From an optimization exercise on the open Yosys and OpenROAD flow, aimed at small area; shortcuts taken in it are not production practice. In this exercise RTL edits were held to simulation tests only and were not proved equivalent to the original. Power is estimated from default activity; no workload was simulated.

Setup of run A:
==> flow/design.v <==
module lcd_ctrl(clk, reset, datain, cmd, cmd_valid, dataout, output_valid, busy);
input           clk;
input           reset;
input   [7:0]   datain;
input   [2:0]   cmd;
input           cmd_valid;
output  [7:0]   dataout;
output  reg     output_valid;
output  reg     busy;
reg   [7:0] ring [0:107];
reg         loading;       
reg         img;           
reg         zoom;          
reg   [3:0] fr, fc;        
reg   [2:0] orow;          
reg   [3:0] ocol;          
reg   [3:0] out_count;
wire accept = cmd_valid & ~busy;
integer i;
always @(posedge clk) begin
  ring[0] <= loading ? datain : ring[107];
  for (i = 1; i < 108; i = i + 1)
    ring[i] <= ring[i-1];
end
always @(posedge clk) begin
  if (accept && cmd == 3'd0) begin
    fr <= 4'd0;
    fc <= 4'd0;
  end else if (fc == 4'd0) begin
    fc <= 4'd11;
    fr <= (fr == 4'd0) ? 4'd8 : fr - 4'd1;
  end else
    fc <= fc - 4'd1;
end
always @(posedge clk) begin
  if (reset) begin
    busy <= 1'b0;
    output_valid <= 1'b0;
    loading <= 1'b0;
    img <= 1'b0;
  end else if (accept) begin
    busy <= 1'b1;
    if (cmd == 3'd0) begin
      loading <= 1'b1;
      img <= 1'b1;
      zoom <= 1'b0;
    end else begin
      output_valid <= 1'b1;
      if (img) begin
        case (cmd)
          3'd1: if (!zoom) begin
                  zoom <= 1'b1;
                  orow <= 3'd3;
                  ocol <= 4'd4;
                end
          3'd2: zoom <= 1'b0;
          3'd3: if (zoom && ocol != 4'd8) ocol <= ocol + 4'd1;
          3'd4: if (zoom && ocol != 4'd0) ocol <= ocol - 4'd1;
          3'd5: if (zoom && orow != 3'd0) orow <= orow - 3'd1;
          3'd6: if (zoom && orow != 3'd5) orow <= orow + 3'd1;
          default: ;
        endcase
      end
    end
  end else if (loading) begin
    if (fr == 4'd0 && fc == 4'd1)
      loading <= 1'b0;
  end else if (output_valid) begin
    if (out_count == 4'd15) begin
      output_valid <= 1'b0;
      busy <= 1'b0;
    end
  end else if (busy)
    output_valid <= 1'b1;
end
always @(posedge clk)
  out_count <= output_valid ? out_count + 4'd1 : 4'd0;
wire [1:0] vi = out_count[3:2];
wire [1:0] vj = out_count[1:0];
wire [3:0] pr = zoom ? {1'b0, orow} + {2'b0, vi} : {1'b0, vi, 1'b1};
wire [3:0] pc = zoom ? ocol + {2'b0, vj} : {vj, 2'b01} - {2'b0, vj};
wire [4:0] dc = {1'b0, pc} + {1'b0, fc};
wire       cy = dc > 5'd11;
wire [4:0] dr = {1'b0, pr} + {1'b0, fr} + {4'd0, cy};
wire [11:0] colsel;
wire [8:0]  rowsel;
genvar gr, gc, gb;
generate
  for (gc = 0; gc < 12; gc = gc + 1) begin : CS
    assign colsel[gc] = (dc == gc) | (dc == gc + 12);
  end
  for (gr = 0; gr < 9; gr = gr + 1) begin : RS
    assign rowsel[gr] = img & ((dr == gr) | (dr == gr + 9));
  end
endgenerate
wire [7:0] rowval [0:8];
generate
  for (gr = 0; gr < 9; gr = gr + 1) begin : RV
    for (gb = 0; gb < 8; gb = gb + 1) begin : B
      wire [3:0] part_n;
      for (gc = 0; gc < 4; gc = gc + 1) begin : P
        lcd_ctrl_sel3 u (
          .d0(ring[107 - (12*gr + 3*gc)][gb]),     .s0(colsel[3*gc]),
          .d1(ring[107 - (12*gr + 3*gc + 1)][gb]), .s1(colsel[3*gc + 1]),
          .d2(ring[107 - (12*gr + 3*gc + 2)][gb]), .s2(colsel[3*gc + 2]),
          .y_n(part_n[gc]));
      end
      assign rowval[gr][gb] = ~&part_n;
    end
  end
  for (gb = 0; gb < 8; gb = gb + 1) begin : O
    wire [2:0] part_n;
    for (gr = 0; gr < 3; gr = gr + 1) begin : P
      lcd_ctrl_sel3 u (
        .d0(rowval[3*gr][gb]),     .s0(rowsel[3*gr]),
        .d1(rowval[3*gr + 1][gb]), .s1(rowsel[3*gr + 1]),
        .d2(rowval[3*gr + 2][gb]), .s2(rowsel[3*gr + 2]),
        .y_n(part_n[gr]));
    end
    assign dataout[gb] = ~&part_n;
  end
endgenerate
endmodule
module lcd_ctrl_sel3(d0, d1, d2, s0, s1, s2, y_n);
input  d0, d1, d2, s0, s1, s2;
output y_n;
assign y_n = ~((d0 & s0) | (d1 & s1) | (d2 & s2));
endmodule
clock: 8.0 ns
lec_check: 0
abc_area: 1
cap_margin: 20
core_margin: 2
core_utilization: 70
cts_buf_list: sky130_fd_sc_hd__clkbuf_8
cts_cluster_diameter: 60
cts_cluster_size: 18
slew_margin: 20
standard.sh (not shown) runs the stock make flow with config.mk's settings and CLKGATE_MAP_FILE= SYNTH_SCRIPT=/design/flow/synth_recipe.tcl, a recipe that flattens the netlist after the stock synthesis.
==> flow/flow/run.sh <==
#!/bin/bash
# Standard layout (standard.sh), except for synthesis:
# - flow/synth_abc.tcl maps the logic with flow/area.abc, an area-recovering
#   &nf script, instead of ORFS's abc_area.script;
# - the small select module lcd_ctrl_sel3 is kept as its own module during
#   synthesis (the netlist is flattened before layout, as in the standard
#   synthesis);
# - adders are left to ABC (no full-adder cell extraction).
# Every port still gets a buffer; it is a buf_1.
set -euo pipefail
work=$(pwd)
export FLOW_ABC_SCRIPT=$work/flow/area.abc
bash standard.sh SYNTH_SCRIPT=$work/flow/synth_abc.tcl SYNTH_KEEP_MODULES=lcd_ctrl_sel3 \
  ADDER_MAP_FILE= "BUFFER_PORTS_ARGS=-buffer_cell sky130_fd_sc_hd__buf_1" finish > $work/flow_make.log 2>&1
==> flow/flow/area.abc <==
strash
&get -n
&st
&dch -f
&nf -R 1000
&st
&syn2
&dch -f
&nf -R 1000
&put
==> flow/flow/synth_abc.tcl <==
# synth_recipe.tcl (the standard synthesis), except that the final mapping to
# library cells runs flow/area.abc, an area-recovering &nf script, instead of
# ORFS's abc_area.script. Registers are mapped before ABC runs, so they are
# the standard synthesis's registers with the same names and cells.
proc synth {args} { yosys synth -nofsm -noshare {*}$args }
proc abc {args} {
  set keep {}
  set skip 0
  foreach a $args {
    if {$skip} { set skip 0; continue }
    if {$a in {-script -D}} { set skip 1; continue }
    lappend keep $a
  }
  yosys abc -script $::env(FLOW_ABC_SCRIPT) {*}$keep
}
source $::env(SCRIPTS_DIR)/synth.tcl
# left out here: clear keep_hierarchy, flatten, clean up, hide names made inside functions, write 1_2_yosys.v
Run A finished every step from synthesis to the final layout, and the layout passed the timing, DRC and antenna checks.
Relative to run A, the following input files were edited for run B:
==> flow/flow/run.sh <==
#!/bin/bash
# Standard layout (standard.sh), with synthesis mapped by flow/synth_abc.tcl and
# the small select module lcd_ctrl_sel3 kept as its own module during synthesis
# (the netlist is flattened before layout, as in the standard synthesis).
# Every port still gets a buffer; it is a buf_1.
set -euo pipefail
work=$(pwd)
export FLOW_ABC_SCRIPT=$work/flow/area.abc
bash standard.sh SYNTH_SCRIPT=$work/flow/synth_abc.tcl SYNTH_KEEP_MODULES=lcd_ctrl_sel3 \
  "BUFFER_PORTS_ARGS=-buffer_cell sky130_fd_sc_hd__buf_1" finish > $work/flow_make.log 2>&1
-- flow/config.mk --
<<< run A, line 11
export CORE_UTILIZATION = 70
>>> run B, line 11
export CORE_UTILIZATION = 65
Findings:
- [compare] base=run A new=run B: total power of the final layout rose by 3.2%, die area grew by 2800 um2.
- Max-cap check violation count: run A vs run B identical
- Run B and run A ended up with nearly the same number of synthesized register bits.
> inputs changed (run B -> run C)
==> flow/flow/run.sh <==
#!/bin/bash
# Standard layout (standard.sh), except for synthesis:
# - flow/synth_abc.tcl maps the logic with flow/area.abc, an area-recovering
#   &nf script, instead of ORFS's abc_area.script;
# - the small select module lcd_ctrl_sel3 is kept as its own module during
#   synthesis (the netlist is flattened before layout, as in the standard
#   synthesis);
# - adders are left to ABC (no full-adder cell extraction).
# Every port still gets a buffer; it is a buf_1.
set -euo pipefail
work=$(pwd)
export FLOW_ABC_SCRIPT=$work/flow/area.abc
bash standard.sh SYNTH_SCRIPT=$work/flow/synth_abc.tcl SYNTH_KEEP_MODULES=lcd_ctrl_sel3 \
  ADDER_MAP_FILE= "BUFFER_PORTS_ARGS=-buffer_cell sky130_fd_sc_hd__buf_1" finish > $work/flow_make.log 2>&1
-- flow/config.mk --
<<< run B, line 9
export CAP_MARGIN = 20
>>> run C, line 9
export CAP_MARGIN = 0
<<< run B, line 11
export CORE_UTILIZATION = 65
>>> run C, line 11
export CORE_UTILIZATION = 70
<<< run B, line 15
export SLEW_MARGIN = 20
>>> run C, line 15
export SLEW_MARGIN = 0
### Flow results
Post-route core utilization: run C vs run B up 4.7 points. Of run C and run B, run B shows the higher count of TritonRoute iterations in the first routing pass, with run C below it. In the reports for run C and run B, the larger power belongs to run B. Against run B as the reference, run C delivers a lower final cell count. The hold slack reported for run C is smaller than that of run B by 0.0048 ns. Run C falls short of run B in setup slack on the worst flop-to-flop path. Compared with run B, run C shows global-route wire length before repair lower by 2.6%. [run C] share of power burned in combinational logic fell 2.1 points relative to run B. For maximum count of clock buffers along a single path, run B and run C come out practically identical. Diff run B -> run C: number of nets with antenna violations after routing ~0 delta; non-clock buffer total of the final layout went down 7.
Changes in run D relative to run C:
==> flow/flow/run.sh <==
#!/bin/bash
# Standard layout (standard.sh), with synthesis mapped by flow/synth_abc.tcl and
# the small select module lcd_ctrl_sel3 kept as its own module during synthesis
# (the netlist is flattened before layout, as in the standard synthesis).
# Every port still gets a buffer; it is a buf_1.
set -euo pipefail
work=$(pwd)
export FLOW_ABC_SCRIPT=$work/flow/area.abc
bash standard.sh SYNTH_SCRIPT=$work/flow/synth_abc.tcl SYNTH_KEEP_MODULES=lcd_ctrl_sel3 \
  "BUFFER_PORTS_ARGS=-buffer_cell sky130_fd_sc_hd__buf_1" finish > $work/flow_make.log 2>&1
-- flow/config.mk --
<<< run C, line 9
export CAP_MARGIN = 0
>>> run D, line 9
export CAP_MARGIN = 20
<<< run C, line 11
export CORE_UTILIZATION = 70
>>> run D, line 11
export CORE_UTILIZATION = 85
<<< run C, line 15
export SLEW_MARGIN = 0
>>> run D, line 15
export SLEW_MARGIN = 20
==> notes.md <==
- [compare] base=run C new=run D: number of diodes added for antenna fixing has remained practically unchanged; shortest period the worst path allows saw an increase; final cycle utilization of the critical path rose 2.9 points; y dimension of the die lost 16 um.
- Per the final summary, run D finished and its layout is clean on timing, DRC and antenna.

## what the ideal ports hide
How much do the figures lean on ideal ports? The routed layouts below were timed once more, with nothing changed but the port constraints.
Step 1 sets driving cells, clkbuf_16 on the clock port and buf_2 on the other inputs (assumed; they add their load-dependent delay and slew).
Step 2, shift: input delay + t, output delay - t, t = (earliest + latest rising clock arrival at the registers) / 2. This alone moves slack from input paths to output paths.
Slacks: no drivers / after step 1 / after step 2; pairs: no drivers / after step 1.
| run | t, ns | slack for setup (ns) | hold WS [ns] |
|---|---|---|---|
| run A | 0.714 | 0.373 / 0.323 / 1.037 | 0.347 / 0.347 / 0.347 |
| run B | 0.727 | 0.439 / 0.387 / 1.114 | 0.342 / 0.342 / 0.342 |
| run C | 0.711 | 0.411 / 0.360 / 1.071 | 0.337 / 0.337 / 0.337 |
| run D | 0.666 | 0.178 / 0.128 / 0.794 | 0.335 / 0.335 / 0.335 |
After both steps every run listed still meets setup and hold.
